This design comes from an exercise in tuning for small area, a short achievable clock period and few clock cycles on the open sky130 flow, not from production work. The RTL was checked by simulation tests, not by an equivalence proof against the original design.

## try-willow
Design EC_TOP, start of the top module:
module EC_TOP(
    clk, rst_n, in_valid,
    in_Px, in_Py, in_Qx, in_Qy, in_prime, in_a,
    out_valid, out_Rx, out_Ry
);
Size in the first run: about 52 I/O pins.
export LEC_CHECK = 0
export CAP_MARGIN = 20
export CORE_MARGIN = 2
export CORE_UTILIZATION = 40
export CTS_BUF_LIST = sky130_fd_sc_hd__clkbuf_8
export SLEW_MARGIN = 20
create_clock -name core_clock -period 77.0 [get_ports {clk}]
standard.sh (not shown) runs the stock make flow with config.mk's settings and CLKGATE_MAP_FILE= SYNTH_SCRIPT=/design/flow/synth_recipe.tcl, a recipe that flattens the netlist after the stock synthesis.
==> flow/flow/run.sh <==
#!/bin/bash
# The standard layout, with two changes:
#  - the port buffers are buf_2 cells instead of the delay buffers buffer_ports picks;
#  - after the standard synthesis, its combinational logic is re-mapped by ABC with an
#    area script (flow/resynth.ys, flow/abc_area.script); the flip-flops are kept as the
#    standard synthesis made them.
set -uo pipefail
export BUFFER_PORTS_ARGS="-buffer_cell sky130_fd_sc_hd__buf_2"
HERE=$(pwd)
YOSYS=$FLOW_HOME/../tools/install/yosys/bin/yosys
[ -x "$YOSYS" ] || YOSYS=yosys
LIB=$FLOW_HOME/platforms/$FLOW_PLATFORM/lib/sky130_fd_sc_hd__tt_025C_1v80.lib
R=$HERE/orfs/results/$FLOW_PLATFORM/EC_TOP/base

bash standard.sh synth > standard_synth.log 2>&1 || exit 1
cp "$R/1_2_yosys.v" "$HERE/synth_std.v"

# flip-flop cell types used by the standard synthesis
FFRE='sky130_fd_sc_hd__(e?s?df[a-z]*|dl[xr][a-z]*)_[0-9]+'
FFS=$(grep -oE "$FFRE" "$HERE/synth_std.v" | sort -u | sed 's/^/=/' | tr '\n' ' ')
DONTUSE=$(make -s -C "$FLOW_HOME" DESIGN_CONFIG="$HERE/config.mk" WORK_HOME="$HERE/orfs" print-DONT_USE_CELLS 2>/dev/null | sed 's/^DONT_USE_CELLS[ :=]*//' | tr ' ' '\n' | grep -v '^$' | sed 's/^/-dont_use /' | tr '\n' ' ')
sed -e "s|@LIB@|$LIB|g" -e "s|@IN@|$HERE/synth_std.v|" -e "s|@TOP@|$FLOW_TOP|g" -e "s|@FFS@|$FFS|" \
    -e "s|@DONTUSE@|$DONTUSE|" -e "s|@ABC@|$HERE/flow/abc_area.script|" -e "s|@STAT@|$HERE/resynth_stat.txt|" \
    -e "s|@OUT@|$HERE/synth_resynth.v|" flow/resynth.ys > resynth_run.ys
if "$YOSYS" -s resynth_run.ys > resynth.log 2>&1; then
  # keep the re-mapped netlist only if it has the same flip-flops (instance name and cell)
  ffs() { grep -E "^\s*$FFRE " "$1" | awk '{print $1, $2}' | sort; }
  # cells the platform marks don't-use must not appear
  BAD=0
  for c in $(echo "$DONTUSE" | sed 's/-dont_use//g'); do
    if grep -q "^\s*$c " "$HERE/synth_resynth.v"; then BAD=1; fi
  done
  if [ $BAD -eq 0 ] && [ -n "$(ffs "$HERE/synth_std.v")" ] && diff <(ffs "$HERE/synth_std.v") <(ffs "$HERE/synth_resynth.v") > resynth_ffcheck.log 2>&1; then
    cp "$HERE/synth_resynth.v" "$R/1_2_yosys.v"
    touch "$R/1_2_yosys.v"
    echo "re-mapped netlist used" >> resynth.log
  else
    echo "flip-flops differ or a don't-use cell appears: standard netlist kept" >> resynth.log
  fi
else
  echo "re-mapping failed: standard netlist kept" >> resynth.log
fi

bash standard.sh > standard.log 2>&1
==> flow/flow/abc_area.script <==
strash
dc2
dc2
dc2
dch -f
amap
topo
upsize -c
dnsize -c
Other scripts of this flow, unchanged in this note and not shown: flow/flow/resynth.ys
try-willow completed every stage of the flow, and the final layout passed the timing, DRC and antenna checks.
Testbench counts of try-willow, summed over its fixed seeds: cycles 15,024.
## Diff of input files: try-ember against try-willow
==> flow/flow/abc_area.script <==
strash
dc2
dc2
dc2
dch -f
amap
topo
upsize -c -D 12500
dnsize -c -D 12500
diff --git a/flow/config.mk b/flow/config.mk
--- a/flow/config.mk
+++ b/flow/config.mk
@@ -10,3 +10,2 @@
 export CORE_UTILIZATION = 40
-export CTS_BUF_LIST = sky130_fd_sc_hd__clkbuf_8
 export SLEW_MARGIN = 20
==> comparison <==
- Per the comparison of try-ember with try-willow, mean routed wirelength per cell increased by 1.8% relative to the old numbers.
- try-willow and try-ember ended up with nearly the same number of maximum-capacitance violations.
- [diff] worst setup slack after layout, try-ember relative to try-willow: improvement
- Diff try-willow and try-ember: total of fill cells in the finished design higher in try-ember
- Worst hold slack in try-ember is 11 ps below try-willow.
> inputs changed (try-ember -> try-juniper)
==> flow/flow/abc_area.script <==
strash
dc2
dc2
dch -f
amap
topo
upsize -c
dnsize -c
## What came out
- Looking at the reports, try-juniper completed the entire flow and the layout it produced met the timing, DRC and antenna checks.
- try-ember → try-juniper: global-route met3 utilization decreased 0.60 points, post-route clock period utilization now sits at about the same level.
- Side by side, synthesis-to-layout area growth turned out lower in try-juniper than in try-ember.
> inputs changed (try-juniper -> try-amber)
==> flow/flow/abc_area.script <==
strash
dc2
dc2
dc2
dch -f
amap
topo
upsize -c -D 12000
dnsize -c -D 12000
diff --git a/flow/config.mk b/flow/config.mk
--- a/flow/config.mk
+++ b/flow/config.mk
@@ -10,2 +10,3 @@
 export CORE_UTILIZATION = 40
+export CTS_BUF_LIST = sky130_fd_sc_hd__clkbuf_8
 export SLEW_MARGIN = 20
Results
try-amber: flow completed, timing, DRC and antenna clean
Any difference in total global routing overflow between try-amber and try-juniper is small enough to ignore.
#### Input delta (try-lagoon over try-amber)
diff --git a/flow/flow/run.sh b/flow/flow/run.sh
--- a/flow/flow/run.sh
+++ b/flow/flow/run.sh
@@ -18,4 +18,3 @@
 # flip-flop cell types used by the standard synthesis
-FFRE='sky130_fd_sc_hd__(e?s?df[a-z]*|dl[xr][a-z]*)_[0-9]+'
-FFS=$(grep -oE "$FFRE" "$HERE/synth_std.v" | sort -u | sed 's/^/=/' | tr '\n' ' ')
+FFS=$(grep -o 'sky130_fd_sc_hd__[a-z0-9_]*' "$HERE/synth_std.v" | sort -u | grep -E '__(e?s?df|dl|sdf|edf)' | sed 's/^/=/' | tr '\n' ' ')
 DONTUSE=$(make -s -C "$FLOW_HOME" DESIGN_CONFIG="$HERE/config.mk" WORK_HOME="$HERE/orfs" print-DONT_USE_CELLS 2>/dev/null | sed 's/^DONT_USE_CELLS[ :=]*//' | tr ' ' '\n' | grep -v '^$' | sed 's/^/-dont_use /' | tr '\n' ' ')
@@ -26,9 +25,4 @@
   # keep the re-mapped netlist only if it has the same flip-flops (instance name and cell)
-  ffs() { grep -E "^\s*$FFRE " "$1" | awk '{print $1, $2}' | sort; }
-  # cells the platform marks don't-use must not appear
-  BAD=0
-  for c in $(echo "$DONTUSE" | sed 's/-dont_use//g'); do
-    if grep -q "^\s*$c " "$HERE/synth_resynth.v"; then BAD=1; fi
-  done
-  if [ $BAD -eq 0 ] && [ -n "$(ffs "$HERE/synth_std.v")" ] && diff <(ffs "$HERE/synth_std.v") <(ffs "$HERE/synth_resynth.v") > resynth_ffcheck.log 2>&1; then
+  ffs() { grep -E '^\s*sky130_fd_sc_hd__(e?s?df|dl|sdf|edf)' "$1" | awk '{print $1, $2}' | sort; }
+  if [ -n "$(ffs "$HERE/synth_std.v")" ] && diff <(ffs "$HERE/synth_std.v") <(ffs "$HERE/synth_resynth.v") > resynth_ffcheck.log 2>&1; then
     cp "$HERE/synth_resynth.v" "$R/1_2_yosys.v"
@@ -37,3 +31,3 @@
   else
-    echo "flip-flops differ or a don't-use cell appears: standard netlist kept" >> resynth.log
+    echo "flip-flops differ: standard netlist kept" >> resynth.log
   fi
==> flow/flow/abc_area.script <==
strash
dc2
dc2
dch -f
amap
topo
diff --git a/flow/config.mk b/flow/config.mk
--- a/flow/config.mk
+++ b/flow/config.mk
@@ -10,3 +10,2 @@
 export CORE_UTILIZATION = 40
-export CTS_BUF_LIST = sky130_fd_sc_hd__clkbuf_8
 export SLEW_MARGIN = 20
## What came out
- Compared with try-amber, try-lagoon shows a higher final period utilization.
- When try-lagoon is set beside try-amber, its area growth from synthesis to layout turns out to be 2.0 points larger.
- Synthesized cell count for try-lagoon: 34 up relative to try-amber
- try-lagoon vs try-amber, per-cell routed wire length went up by about 3.3%.
Changes in try-violet relative to try-lagoon:
diff --git a/flow/flow/run.sh b/flow/flow/run.sh
--- a/flow/flow/run.sh
+++ b/flow/flow/run.sh
@@ -18,3 +18,4 @@
 # flip-flop cell types used by the standard synthesis
-FFS=$(grep -o 'sky130_fd_sc_hd__[a-z0-9_]*' "$HERE/synth_std.v" | sort -u | grep -E '__(e?s?df|dl|sdf|edf)' | sed 's/^/=/' | tr '\n' ' ')
+FFRE='sky130_fd_sc_hd__(e?s?df[a-z]*|dl[xr][a-z]*)_[0-9]+'
+FFS=$(grep -oE "$FFRE" "$HERE/synth_std.v" | sort -u | sed 's/^/=/' | tr '\n' ' ')
 DONTUSE=$(make -s -C "$FLOW_HOME" DESIGN_CONFIG="$HERE/config.mk" WORK_HOME="$HERE/orfs" print-DONT_USE_CELLS 2>/dev/null | sed 's/^DONT_USE_CELLS[ :=]*//' | tr ' ' '\n' | grep -v '^$' | sed 's/^/-dont_use /' | tr '\n' ' ')
@@ -25,4 +26,9 @@
   # keep the re-mapped netlist only if it has the same flip-flops (instance name and cell)
-  ffs() { grep -E '^\s*sky130_fd_sc_hd__(e?s?df|dl|sdf|edf)' "$1" | awk '{print $1, $2}' | sort; }
-  if [ -n "$(ffs "$HERE/synth_std.v")" ] && diff <(ffs "$HERE/synth_std.v") <(ffs "$HERE/synth_resynth.v") > resynth_ffcheck.log 2>&1; then
+  ffs() { grep -E "^\s*$FFRE " "$1" | awk '{print $1, $2}' | sort; }
+  # cells the platform marks don't-use must not appear
+  BAD=0
+  for c in $(echo "$DONTUSE" | sed 's/-dont_use//g'); do
+    if grep -q "^\s*$c " "$HERE/synth_resynth.v"; then BAD=1; fi
+  done
+  if [ $BAD -eq 0 ] && [ -n "$(ffs "$HERE/synth_std.v")" ] && diff <(ffs "$HERE/synth_std.v") <(ffs "$HERE/synth_resynth.v") > resynth_ffcheck.log 2>&1; then
     cp "$HERE/synth_resynth.v" "$R/1_2_yosys.v"
@@ -31,3 +37,3 @@
   else
-    echo "flip-flops differ: standard netlist kept" >> resynth.log
+    echo "flip-flops differ or a don't-use cell appears: standard netlist kept" >> resynth.log
   fi
==> flow/flow/abc_area.script <==
strash
dc2
dc2
dc2
dch -f
amap
topo
upsize -c
dnsize -c
==> run summary <==
Taking try-lagoon as the reference, in try-violet sequential share of cell area saw little to no change; total routed wirelength fell about 4%; final worst-path cycle share decreased 0.55 points.
dfrtp_1 as the slowest stage cell on the critical path was reported by try-violet, and nor4_1 by try-lagoon.
Area of the mapped netlist ended up 1.2% higher on try-violet than on try-lagoon.

## static timing again, ports no longer ideal
In the flow no input, the clock included, has a driving cell. The finished layouts below were timed again as built, in two steps. Step 1, drivers: a clkbuf_16 drives clk and a buf_2 each remaining input, both assumed. Step 2 also shifts input and output timing later by t, the mid clock arrival at the registers, as if the neighbouring blocks saw the same clock. Slacks: no drivers / after step 1 / after step 2; pairs: no drivers / after step 1.
| run | t (ns) | slack for setup (ns) | worst setup path at the end | latest minus earliest clock arrival (ns) |
|---|---|---|---|---|
| try-willow | 0.402 | 60.680 / 60.644 / 61.046 | register to output | 0.010 / 0.010 |
| try-ember | 0.379 | 60.761 / 60.715 / 60.853 | register to register | 0.014 / 0.013 |
| try-juniper | 0.381 | 60.750 / 60.711 / 61.092 | register to output | 0.020 / 0.020 |
| try-amber | 0.400 | 60.682 / 60.644 / 61.044 | register to output | 0.023 / 0.023 |
| try-lagoon | 0.381 | 60.284 / 60.284 / 60.284 | register to register | 0.011 / 0.011 |
| try-violet | 0.385 | 60.705 / 60.665 / 61.050 | register to output | 0.008 / 0.008 |
After both steps setup and hold are still met in every run listed.
